This design comes from an exercise in tuning for small area on the open sky130 flow, not from production work. Only simulation tests tie the RTL to the original design; equivalence was not proved. Power is estimated from default activity; no workload was simulated.

File: config.mk
export PLATFORM = sky130hd
export DESIGN_NAME = tc_pcie_block_align_gen1_2_80bit
export DESIGN_NICKNAME = tc_pcie_block_align_gen1_2_80bit
export VERILOG_FILES = /design/flow/design.v
export SDC_FILE = /design/flow/constraint.sdc
export NUM_CORES = 4
export LEC_CHECK = 0
export CAP_MARGIN = 20
export CORE_MARGIN = 2
export CORE_UTILIZATION = 70
export SLEW_MARGIN = 20
export SYNTH_HIERARCHICAL = 1
File: constraint.sdc
create_clock -name core_clock -period 5.0 [get_ports {rxclk_i}]
set_input_delay 1.0000 -clock core_clock [delete_from_list [all_inputs] [get_ports {rxclk_i}]]
set_output_delay 1.0000 -clock core_clock [all_outputs]
set_load 0.01 [all_outputs]
File: design.v
module tc_pcie_block_align_gen1_2_80bit
(
input          rxclk_i,
input          reset_n_i,
input  [79:0]  rxdata_pma_i,
input          blockalign_enable_i,
output [79:0]  aligned_rxdata_o,
output         rxdata_valid_o
);
localparam logic [9:0] TC_PCIE_COM = 10'h1bc;
logic [79:0] p_r, a_r, b_r, c_r, d_r;
logic        en1_r, en2_r;
always @(posedge rxclk_i) begin
   p_r   <= rxdata_pma_i;
   a_r   <= p_r;
   b_r   <= a_r;
   c_r   <= b_r;
   d_r   <= c_r;
   en1_r <= blockalign_enable_i;
   en2_r <= en1_r;
end
logic [4:0] vld_r;
wire        vc = vld_r[3];
wire        vd = vld_r[4];
wire [159:0] win = {c_r, d_r};
logic [79:0] det;
genvar i;
generate
   for (i = 0; i < 78; i = i + 1) begin : DET_LO
      assign det[i] = vd & (win[i +: 10] == TC_PCIE_COM);
   end
   for (i = 78; i < 80; i = i + 1) begin : DET_HI
      assign det[i] = vc & (win[80 +: (i - 70)] == TC_PCIE_COM[9:(80 - i)]) &
                      (~vd | (win[i +: (80 - i)] == TC_PCIE_COM[(79 - i):0]));
   end
endgenerate
logic [8:0] g_any;
logic [8:0] g_c1, g_c2, g_d1, g_d2;
generate
   for (i = 0; i < 9; i = i + 1) begin : GRP
      wire [8:0] gd = (i == 8) ? {1'b0, det[79:72]} : det[9*i +: 9];
      wire c0 = gd[0] | gd[1] | gd[2];
      assign g_c1[i] = gd[3] | gd[4] | gd[5];
      assign g_c2[i] = gd[6] | gd[7] | gd[8];
      assign g_d1[i] = gd[1] | gd[4] | gd[7];
      assign g_d2[i] = gd[2] | gd[5] | gd[8];
      assign g_any[i] = c0 | g_c1[i] | g_c2[i];
   end
endgenerate
logic [8:0] g_none_before;
logic [8:0] g_first;
assign g_none_before[0] = 1'b1;
generate
   for (i = 1; i < 9; i = i + 1) begin : NB
      assign g_none_before[i] = g_none_before[i-1] & ~g_any[i-1];
   end
endgenerate
assign g_first = g_any & g_none_before;
wire found = |g_any;
wire na1 = |g_first[5:3];
wire na2 = |g_first[8:6];
wire nb1 = g_first[1] | g_first[4] | g_first[7];
wire nb2 = g_first[2] | g_first[5] | g_first[8];
wire nc1 = |(g_c1 & g_none_before);
wire nc2 = |(g_c2 & g_none_before);
wire nd1 = |(g_d1 & g_none_before);
wire nd2 = |(g_d2 & g_none_before);
logic [7:0] ofs_r;
logic       valid_r;
always @(posedge rxclk_i or negedge reset_n_i) begin
   if (~reset_n_i) begin
      vld_r   <= 5'b0;
      ofs_r   <= 8'b0;
      valid_r <= 1'b0;
   end else begin
      vld_r   <= {vld_r[3:0], 1'b1};
      if (found)
         ofs_r <= {na2, na1, nb2, nb1, nc2, nc1, nd2, nd1};
      valid_r <= rxdata_valid_o;
   end
end
assign rxdata_valid_o = valid_r | (found & en2_r);
wire sa1 = ofs_r[6], sa2 = ofs_r[7], sa0 = ~(sa1 | sa2);
wire sb1 = ofs_r[4], sb2 = ofs_r[5], sb0 = ~(sb1 | sb2);
wire sc1 = ofs_r[2] & vd, sc2 = ofs_r[3] & vd, sc0 = ~(ofs_r[2] | ofs_r[3]) & vd;
wire sd1 = ofs_r[0], sd2 = ofs_r[1], sd0 = ~(sd1 | sd2);
wire [213:0] w0 = {55'b0, win[158:0]};
logic [105:0] s1n;
logic [87:0]  s2;
logic [81:0]  s3n;
logic [79:0]  s4;
generate
   for (i = 0; i < 106; i = i + 1) begin : ST1
      ba_aoi222 u (.s0(sa0), .s1(sa1), .s2(sa2), .x0(w0[i]), .x1(w0[i+27]), .x2(w0[i+54]), .y(s1n[i]));
   end
   for (i = 0; i < 88; i = i + 1) begin : ST2
      ba_aoi222 u (.s0(sb0), .s1(sb1), .s2(sb2), .x0(s1n[i]), .x1(s1n[i+9]), .x2(s1n[i+18]), .y(s2[i]));
   end
   for (i = 0; i < 82; i = i + 1) begin : ST3
      ba_aoi222 u (.s0(sc0), .s1(sc1), .s2(sc2), .x0(s2[i]), .x1(s2[i+3]), .x2(s2[i+6]), .y(s3n[i]));
   end
   for (i = 0; i < 80; i = i + 1) begin : ST4
      ba_aoi222 u (.s0(sd0), .s1(sd1), .s2(sd2), .x0(s3n[i]), .x1(s3n[i+1]), .x2(s3n[i+2]), .y(s4[i]));
   end
endgenerate
assign aligned_rxdata_o = s4;
endmodule
module ba_aoi222 (
input  s0, s1, s2,
input  x0, x1, x2,
output y
);
assign y = ~((s0 & x0) | (s1 & x1) | (s2 & x2));
endmodule
File: run.sh
#!/bin/bash
# synth_recipe.tcl (not shown) runs the flow's synth.tcl, then flattens the netlist and writes it again
# the make line also repeats each setting of config.mk as NAME=value (left out here)
make -C /OpenROAD-flow-scripts/flow DESIGN_CONFIG=/design/flow/config.mk WORK_HOME=/design/flow/orfs CLKGATE_MAP_FILE= SYNTH_SCRIPT=/design/flow/synth_recipe.tcl finish
==> run summary <==
-- logic make-up after synthesis --
logic type	synth area share, %
buffers and inverters	0.7101
flip-flops	55.42
AND/OR/NAND/NOR	16.32
other	0.04956
AO/OA/AOI/OAI	27.50
-- synthesized netlist by cell type, types with 5 or more instances --
cell | count | share of area [%]
nand4_1 | 21 | 0.87
nor4b_1 | 13 | 0.75
nand3b_1 | 26 | 1.3
dfrtp_1 | 14 | 2.3
and4b_1 | 8 | 0.53
dfxtp_1 | 402 | 53
nand4bb_1 | 7 | 0.52
o21ai_0 | 18 | 0.59
clkbuf_1 | 5 | 0.12
nor2b_1 | 9 | 0.37
nor3b_1 | 7 | 0.35
nor3_1 | 26 | 0.86
or4_1 | 13 | 0.64
nand2_1 | 28 | 0.69
o21a_1 | 5 | 0.25
nor4bb_1 | 8 | 0.53
a211oi_1 | 5 | 0.25
nor4_1 | 39 | 1.6
nand4b_1 | 29 | 1.7
nand2b_1 | 33 | 1.4
or3b_2 | 5 | 0.29
nor2_1 | 37 | 0.92
nand3_1 | 9 | 0.30
or3_1 | 6 | 0.25
a21oi_1 | 18 | 0.59
a222oi_1 | 356 | 24
inv_1 | 5 | 0.12
or2_2 | 7 | 0.29
-- worst min path at each step --
stage                    to  cells past startpoint
floorplan            a_r[0]                      0
global placement     b_r[0]                      0
detailed placement  a_r[16]                      0
CTS                 a_r[70]                      0
-- Yosys stat by module (local to each module, per instance) --
module / cell area, µm² / flops+latches / times used
tc_pcie_block_align_gen1_2_80bit: 11590 / 416 / 1
ba_aoi222: 10.01 / 0 / 356
-- power by group through the flow --
stage               Combinational, mW  Clock (mW)  Sequential, mW
floorplan                        3.07           0            4.07
global placement                 5.79           0            3.82
detailed placement               5.95           0            3.83
CTS                              6.50        3.13            3.77
-- routing by layer --
metal | global-route usage, % | overflow
met1 | 77.39 | 0
met2 | 90.95 | 7
met3 | 65.30 | 1
met5 | 30.68 | 1
met4 | 76.17 | 19
-- timing repair --
action	in CTS
pin swaps	19
buffers inserted	26
setup endpoints to repair	18
==> run summary <==
- In this run the deepest clock path goes through 3 buffers.
- The cell count after placement is 1,690.
- The number of enable-type register cells in the synthesized netlist is 0.
- The netlist area before placement is 15,150 µm².
- The number of clock buffers inserted by TritonCTS is 39.
- The count of cell types in the netlist is 69.
- The proportion of synthesized chip area in sequential cells is 55.42%.
- The number of antenna violations at the first check in global routing is 5.
- The run stopped with a tool error.
- Counting flops and latches in the post-synthesis netlist gives 416.
- The combined global-route utilization of all metal layers is 77.16%.
- The flow halted during global routing (5_1_grt).
- The standard-cell row count is 53.
- The number of nets produced by synthesis is 1,328.
- Entering global routing, the biggest net connects 108 pins.
- Gates resized during post-CTS repair numbered 0.
- The yosys synthesis warning count is 7.
- The worst endpoint type is a top-level output.
- The y dimension of the die is 151.1 µm.
- The fraction of registers with async set or reset after synthesis is 3.365%.
- The instance count of the mapped netlist is 1,245.
- The tool reported: "[ERROR GRT-0232] Routing congestion too high. Check the congestion heatmap in the GUI".
- For this run, the leading register cell type out of synthesis is dfxtp_1.
- The number of port buffers is 163.
- The tree is rooted in a clkbuf_16.
- The initial core utilization is 71.63%.
- After clock tree synthesis, the flow added hold-fix buffers numbering 0.
- The count of clock tree sinks is 416.
- Routability-driven placement finished with a final weighted congestion of 1.108.
- In this run the cell area measured after placement is 17,330 µm².
- In this run the number of H-tree levels came out at 2.
- The number of top-level pins is 164.
- In this run the horizontal extent of the chip is 151.1 µm.
- For this run the aggregate overflow at the end of global routing stands at 28.
- In the global-route stage, repair_timing last flagged the worst endpoint as aligned_rxdata_o[43].
- The minimum setup slack after placement is 0.5497 ns.
- Detailed placement finished with a half-perimeter wire length of 35,610 µm.
- The post-synthesis area per instance is 12.17 µm².
